What follows belongs to an exercise in optimizing a design on an open flow for small area; a production flow would make more cautious choices.
Only simulation tests tie the RTL to the original design; equivalence was not proved.
Power figures rest on the tool's default switching activity, not on a simulated workload.

File: config.mk
export PLATFORM = sky130hd
export DESIGN_NAME = collision_avoidance_car
export DESIGN_NICKNAME = collision_avoidance_car
export VERILOG_FILES = /design/flow/design.v
export SDC_FILE = /design/flow/constraint.sdc
export NUM_CORES = 4
export LEC_CHECK = 0
export CAP_MARGIN = 20
export CORE_MARGIN = 2
export CORE_UTILIZATION = 40
export SLEW_MARGIN = 20
File: constraint.sdc
create_clock -name core_clock -period 9.0 [get_ports {clk}]
set_input_delay 1.8000 -clock core_clock [delete_from_list [all_inputs] [get_ports {clk}]]
set_output_delay 1.8000 -clock core_clock [all_outputs]
set_load 0.01 [all_outputs]
File: design.v
module collision_avoidance_car (
    input wire clk,
    input wire rst,
    input wire front_obstacle_detected,
    input wire left_obstacle_detected,
    input wire right_obstacle_detected,
    input wire front_obstacle_slow,
    input wire lane_clear_left,
    input wire lane_clear_right,
    input wire destination_reached,
    input wire [1:0] speed_limit_zone,
    output reg [1:0] acceleration,
    output reg [1:0] steering,
    output reg [1:0] indicators,
    output reg [7:0] current_speed_out,
    output reg [31:0] distance_travelled_out,
    output reg [31:0] total_power_consumed_out
);
    reg [1:0] next_acceleration;
    reg [1:0] next_steering;
    reg [1:0] next_indicators;
    reg front_obstacle_slow_reg;
    reg lane_clear_left_reg;
    reg lane_clear_right_reg;
    reg destination_reached_reg;
    reg [1:0] speed_limit_zone_reg;
    always @(posedge clk or posedge rst) begin
        if (rst) begin
            front_obstacle_slow_reg <= 1'b0;
            lane_clear_left_reg     <= 1'b0;
            lane_clear_right_reg    <= 1'b0;
            destination_reached_reg <= 1'b0;
            speed_limit_zone_reg    <= 2'b0;
        end else begin
            front_obstacle_slow_reg <= front_obstacle_slow;
            lane_clear_left_reg     <= lane_clear_left;
            lane_clear_right_reg    <= lane_clear_right;
            destination_reached_reg <= destination_reached;
            speed_limit_zone_reg    <= speed_limit_zone;
        end
    end
    parameter STATE_WIDTH = 11;
    parameter IDLE                      = 11'b00000000001;
    parameter ACCELERATE_FWD            = 11'b00000000010;
    parameter CRUISE                    = 11'b00000000100;
    parameter DECELERATE                = 11'b00000001000;
    parameter PREPARE_LANE_CHANGE_LEFT  = 11'b00000010000;
    parameter LANE_CHANGE_LEFT          = 11'b00000100000;
    parameter PREPARE_LANE_CHANGE_RIGHT = 11'b00001000000;
    parameter LANE_CHANGE_RIGHT         = 11'b00010000000;
    parameter AVOID_OBSTACLE_STOP       = 11'b00100000000;
    parameter REVERSE                   = 11'b01000000000;
    parameter STOPPED                   = 11'b10000000000;
    reg [STATE_WIDTH-1:0] current_state, next_state;
    reg [2:0] front_obstacle_history, left_obstacle_history, right_obstacle_history;
    wire persistent_front_obstacle, persistent_left_obstacle, persistent_right_obstacle;
    always @(posedge clk or posedge rst) begin
        if (rst) begin
            front_obstacle_history <= 3'b0;
            left_obstacle_history  <= 3'b0;
            right_obstacle_history <= 3'b0;
        end else begin
            front_obstacle_history <= {front_obstacle_history[1:0], front_obstacle_detected};
            left_obstacle_history  <= {left_obstacle_history[1:0], left_obstacle_detected};
            right_obstacle_history <= {right_obstacle_history[1:0], right_obstacle_detected};
        end
    end
    assign persistent_front_obstacle = &front_obstacle_history;
    assign persistent_left_obstacle  = &left_obstacle_history;
    assign persistent_right_obstacle = &right_obstacle_history;
    reg [7:0] current_speed;
    wire [7:0] target_speed;
    reg [31:0] distance_travelled;
    wire [7:0] speed_limit;
    wire [7:0] speed_error;
    wire signed [8:0] signed_speed_error;
    wire [7:0] throttle_value;
    wire speed_is_zero;
    wire target_speed_reached;
    reg signed [15:0] integral_error_accumulator;
    wire [15:0] instantaneous_power;
    reg [31:0] total_power_consumed;
    assign speed_limit = (speed_limit_zone_reg == 2'b00) ? 8'd30 :
                         (speed_limit_zone_reg == 2'b01) ? 8'd60 :
                         (speed_limit_zone_reg == 2'b10) ? 8'd100:
                         8'd0;
    assign speed_error = (target_speed > current_speed) ? (target_speed - current_speed) : 8'd0;
    assign signed_speed_error = target_speed - current_speed;
    assign throttle_value = (acceleration == 2'b10 && speed_error > 20) ? 8'd150:
                            (acceleration == 2'b10 && speed_error > 5)  ? 8'd100:
                            (acceleration == 2'b10)                     ? 8'd50 :
                            8'd0;
    assign instantaneous_power = current_speed * throttle_value;
    always @(posedge clk or posedge rst) begin
        if (rst) begin
            current_speed <= 8'd0;
            distance_travelled <= 32'd0;
            total_power_consumed <= 32'd0;
            integral_error_accumulator <= 16'd0;
        end else begin
            if (acceleration[1]) begin
                current_speed <= current_speed + (throttle_value >> 4) + (integral_error_accumulator >> 8);
            end else if (!acceleration[1] && !acceleration[0] && current_speed > 0) begin
                current_speed <= (current_speed > 8'd1) ? current_speed - 8'd2 : 8'd0;
            end
            distance_travelled <= distance_travelled + current_speed;
            total_power_consumed <= total_power_consumed + instantaneous_power;
            if (current_state == CRUISE) begin
                integral_error_accumulator <= integral_error_accumulator + signed_speed_error;
            end else begin
                integral_error_accumulator <= 16'd0;
            end
        end
    end
    assign speed_is_zero = (current_speed == 8'd0);
    assign target_speed_reached = (current_speed >= target_speed);
    always @(posedge clk or posedge rst) begin
        if (rst) current_state <= IDLE;
        else     current_state <= next_state;
    end
    always @(*) begin
        next_state = current_state;
        case (current_state)
            IDLE:           if (destination_reached_reg) next_state = STOPPED; else if (!persistent_front_obstacle) next_state = ACCELERATE_FWD;
            ACCELERATE_FWD: if (persistent_front_obstacle) next_state = AVOID_OBSTACLE_STOP; else if (front_obstacle_slow_reg) next_state = DECELERATE; else if (destination_reached_reg) next_state = STOPPED; else if (target_speed_reached) next_state = CRUISE;
            CRUISE:         if (persistent_front_obstacle) next_state = AVOID_OBSTACLE_STOP; else if (front_obstacle_slow_reg) next_state = DECELERATE; else if (destination_reached_reg) next_state = STOPPED; else if (!target_speed_reached) next_state = ACCELERATE_FWD;
            DECELERATE:     if (persistent_front_obstacle) next_state = AVOID_OBSTACLE_STOP; else if (lane_clear_left_reg && !persistent_left_obstacle) next_state = PREPARE_LANE_CHANGE_LEFT; else if (lane_clear_right_reg && !persistent_right_obstacle) next_state = PREPARE_LANE_CHANGE_RIGHT; else if (!front_obstacle_slow_reg) next_state = ACCELERATE_FWD;
            PREPARE_LANE_CHANGE_LEFT:  next_state = LANE_CHANGE_LEFT;
            LANE_CHANGE_LEFT:          next_state = ACCELERATE_FWD;
            PREPARE_LANE_CHANGE_RIGHT: next_state = LANE_CHANGE_RIGHT;
            LANE_CHANGE_RIGHT:         next_state = ACCELERATE_FWD;
            AVOID_OBSTACLE_STOP:       if (speed_is_zero && !persistent_front_obstacle) next_state = IDLE;
            STOPPED:                   next_state = STOPPED;
            default: next_state = IDLE;
        endcase
    end
    assign target_speed = 
        (current_state == ACCELERATE_FWD || current_state == LANE_CHANGE_LEFT || current_state == LANE_CHANGE_RIGHT) ? speed_limit :
        (current_state == PREPARE_LANE_CHANGE_LEFT || current_state == PREPARE_LANE_CHANGE_RIGHT) ? current_speed :
        8'd0;
    always @(*) begin
        next_acceleration = 2'b01;
        next_steering = 2'b00;
        next_indicators = 2'b00;
        case (current_state)
            ACCELERATE_FWD: next_acceleration = 2'b10;
            CRUISE:         next_acceleration = 2'b01;
            DECELERATE:     next_acceleration = 2'b00;
            PREPARE_LANE_CHANGE_LEFT:  next_indicators = 2'b01;
            LANE_CHANGE_LEFT:          begin next_acceleration = 2'b10; next_steering = 2'b01; next_indicators = 2'b01; end
            PREPARE_LANE_CHANGE_RIGHT: next_indicators = 2'b10;
            LANE_CHANGE_RIGHT:         begin next_acceleration = 2'b10; next_steering = 2'b10; next_indicators = 2'b10; end
            AVOID_OBSTACLE_STOP:       next_acceleration = 2'b00;
            STOPPED:                   next_acceleration = 2'b00;
        endcase
    end
    always @(posedge clk or posedge rst) begin
        if (rst) begin
            acceleration <= 2'b01;
            steering     <= 2'b00;
            indicators   <= 2'b00;
            current_speed_out <= 8'd0;
            distance_travelled_out <= 32'd0;
            total_power_consumed_out <= 32'd0;
        end else begin
            acceleration <= next_acceleration;
            steering     <= next_steering;
            indicators   <= next_indicators;
            current_speed_out <= current_speed;
            distance_travelled_out <= distance_travelled;
            total_power_consumed_out <= total_power_consumed;
        end
    end
endmodule
File: run.sh
#!/bin/bash
# synth_recipe.tcl (not shown) runs the flow's synth.tcl, then flattens the netlist and writes it again
# the make line also repeats each setting of config.mk as NAME=value (left out here)
make -C /OpenROAD-flow-scripts/flow DESIGN_CONFIG=/design/flow/config.mk WORK_HOME=/design/flow/orfs CLKGATE_MAP_FILE= SYNTH_SCRIPT=/design/flow/synth_recipe.tcl finish
==> run notes <==
top flop regs=distance_travelled: 32 flops, distance_travelled_out: 32 flops; Fmax achieved=0.119 GHz; area grow syn2layout=17.8%; uppermost layer routed=met4; vias in the first global route=7270; die area=28000 um^2; Met1 Wirelength=10000 um; drt pass-1 iters=18; fin nets=1243; Worst Path Required=9300 ps; ranking of synthesized cells by area=dfrtp_1, ha_1, fa_1; first-pass GRT wire length=36600 um; CTS tree=done; Cells after Synth=1002; cell accounting for the most synthesized area=dfrtp_1; hold buffers post-CTS=0; antenna cells=0; IO Port Bufs=87; Placed Instance Area=11900 um^2; Data arrival, critical path=8690 ps; post-DR wirelength/cell=14.6 um; post-synth net total=1154; syn avg cell area=10.7 um^2; antenna violations before repair=0; Final Skew=11.1 ps; clk slew on worst S/H paths=80 ps; asr flop ratio synth=1.00; HP Class=flop to flop; Root Buffer=clkbuf_16; synthesized area=10700 um^2; clock share of power=0.245; EDFF count, synth=0; Unique masters post-synth=74; Worst path max stage delay=600 ps; Seq pwr share=0.367; register area=4730 um^2; detailed-route via count=7293; PwrDens=254 nW/um^2; RD Place Congestion=0.821; ratio of cells with drive above 1 in the final layout=0.0562; CTS max path bufs=2; drt drc=0; RSZ-0062 raised after global routing=false; post-route antenna net violation count=0; Yosys warnings=1; wire length on met2=9930 um; DRT Wirelength=21000 um; number of synthesized register bits=189; Slew @ Worst Pin=922 ps; relative slew slack=0.386; fin area=12600 um^2; Num CTS Buffers=17; sw frac=0.386; max_cap viols=0; Final Non-Filler Cells=1439; H-tree levels=4; Total Routing Usage GR=0.160; Initial Util=0.408; Congestion Overflow GR=0; initial DRC count=539; Inst Count DP=1407; setup TNS=0 ps; clock sink total=189; most used cell along the critical path=fa_1; Gate power share=0.389; final setup fails=0; DIE WIDTH=167 um; crit end category=flop; leak pwr=6.29 nW; Seq/Total Area, Yosys=0.443; VDD IR max=0.000120 V; min cycle time layout=8380 ps; status=complete, no violations; Row Count=59; latest clock arrival within the worst-skew pair=430 ps; Worst path slowest cell=or4_4; Final Max Tran Viols=0; Startpoint Class=flop; die height=167 um; Main synth FF type=dfrtp_1; dpl hpwl=15500 um; multi-input logic area=5460 um^2; I/O Pins=89; largest net degree at the start of global routing=117; Final Cycle Share=0.931; total chip power=0.00320 W; met3 WL=904 um; Hold Violations, Final=0; switching pwr=0.00124 W; routed vias/inst=5.07; Filler Cell Count=2428; critical path class=flop to flop; Int Power=0.00196 W; core area=26100 um^2; Yosys top cell area share=0.438; maximum fanout along the worst path=10
-- per-layer routing --
layer  track usage  vias up
met5             0        -
li1              -     3596
met2         0.261      134
met3        0.0274       12
met4        0.0336        0
met1         0.227     3551
-- cells in the mapped netlist, types with 16 or more instances --
cell type and instances:
and3_1 19, xor2_1 29, nand2b_1 16, nor3_1 19
nor2_1 85, a21o_1 17, a21oi_1 36, dfrtp_1 187
nand2_1 51, clkbuf_1 17, fa_1 43, inv_1 109
o21ai_0 26, nand3_1 38, xnor2_1 51, nor2b_1 16
ha_1 98
-- worst max-delay path, delay by kind of cell (launching register included) --
family | cells | cell delay, ps
and+or+nand+nor | 11 | 2890
adders and majority gates | 6 | 2850
AOI/OAI and AO/OA | 6 | 1550
DFF | 1 | 440
buffers and inverters | 4 | 360
xor gates and xnor gates | 1 | 150
-- cells by family (layout without fill, tap and decap cells) --
family,count (synthesis),after routing,synth area share
buf+inv,132,234,0.0482
fa+ha+maj,141,141,0.196
other cells,1,1,0.000351
simple gates,299,299,0.143
flops,189,189,0.443
mux,1,1,0.000938
xor+xnor,80,80,0.0656
compound gates,159,159,0.103
-- layout by cell type, fill, tap and decap left out, types with 4 or more instances in the layout --
master	instances
nor3_1	18
a211oi_1	8
xor2_1	29
a31oi_1	6
o21ai_1	5
dfrtp_1	187
o21bai_1	6
nand2_1	51
o21a_1	7
clkbuf_16	17
nand2b_1	16
ha_1	98
buf_4	6
o2111ai_1	4
fa_1	43
o21ai_0	26
or3_1	5
a21oi_1	35
and4_1	4
nor4_1	9
nand4_1	7
or2_2	4
and3_1	19
a21o_1	17
inv_8	4
nor2_1	84
xnor2_1	51
and2_1	9
nand3_1	38
a22o_1	4
clkdlybuf4s50_1	87
clkinv_8	7
nor2b_1	16
inv_1	108
-- final timing paths --
path | from | endpoint | slack, ps | cells after the start
max | current_state[5] | total_power_consumed[29] | 620 | 28
min | front_obstacle_history[0] | front_obstacle_history[1] | 380 | 0
max reg2reg | current_state[5] | total_power_consumed[29] | 620 | 28
min reg2reg | front_obstacle_history[0] | front_obstacle_history[1] | 380 | 0
max in group asynchronous | rst | speed_limit_zone_reg[0] | 5660 | 3
min in group asynchronous | rst | total_power_consumed_out[23] | 1920 | 2
-- through the flow --
step	hold WS, ps	util	setup WS [ps]
finish	380	0.481	617
floorplan	346	-	1410
global placement	352	0.456	391
detailed placement	362	0.456	331
global route	392	0.481	2.67
CTS	379	0.480	320
-- power groups by stage --
| stage | registers [W] | clock network [W] | logic, W |
|---|---|---|---|
| after floorplan | 0.00114 | 0 | 0.000890 |
| after global placement | 0.00119 | 0 | 0.00122 |
| after detailed placement | 0.00119 | 0 | 0.00123 |
| after CTS | 0.00118 | 0.000806 | 0.00124 |
| after global routing | 0.00120 | 0.000843 | 0.00141 |
| final | 0.00117 | 0.000783 | 0.00124 |
-- layout make-up --
cell class	instances	area share
Tap cell	335	0.0333
Inverter	109	0.0331
Timing Repair Buffer	93	0.0728
Sequential cell	189	0.376
Multi-Input combinational cell	681	0.434
Clock inverter	15	0.0164
Clock buffer	17	0.0338
-- what timing repair did --
action / 4_1_cts / 5_1_grt
endpoints found under the setup margin: 0 / 15
resized for setup: 0 / 7
setup buffers: 0 / 0
hold endpoints to repair: 0 / 0

[re-timing with driven ports]
The results above use ideal ports. As a check the final layout listed here was re-extracted and re-timed, cells and wires unchanged. Step 1 sets driving cells, clkbuf_16 on the clock port and buf_2 on the other inputs (assumed; they add their load-dependent delay and slew). Step 2 also shifts input and output timing later by t, the mid clock arrival at the registers, as if the neighbouring blocks saw the same clock. a / b / c = ideal / step 1 / step 2; a / b = the first two.
t, ns: 0.473
slack for setup (ns): 0.617 / 0.617 / 0.617
worst setup path at the end: register to register
clock arrival spread, ns: 0.011 / 0.011
After both steps setup and hold are still met in this run. The setup slack of this run moves by 0.000 ns with the drivers and by 0.000 ns with both steps.
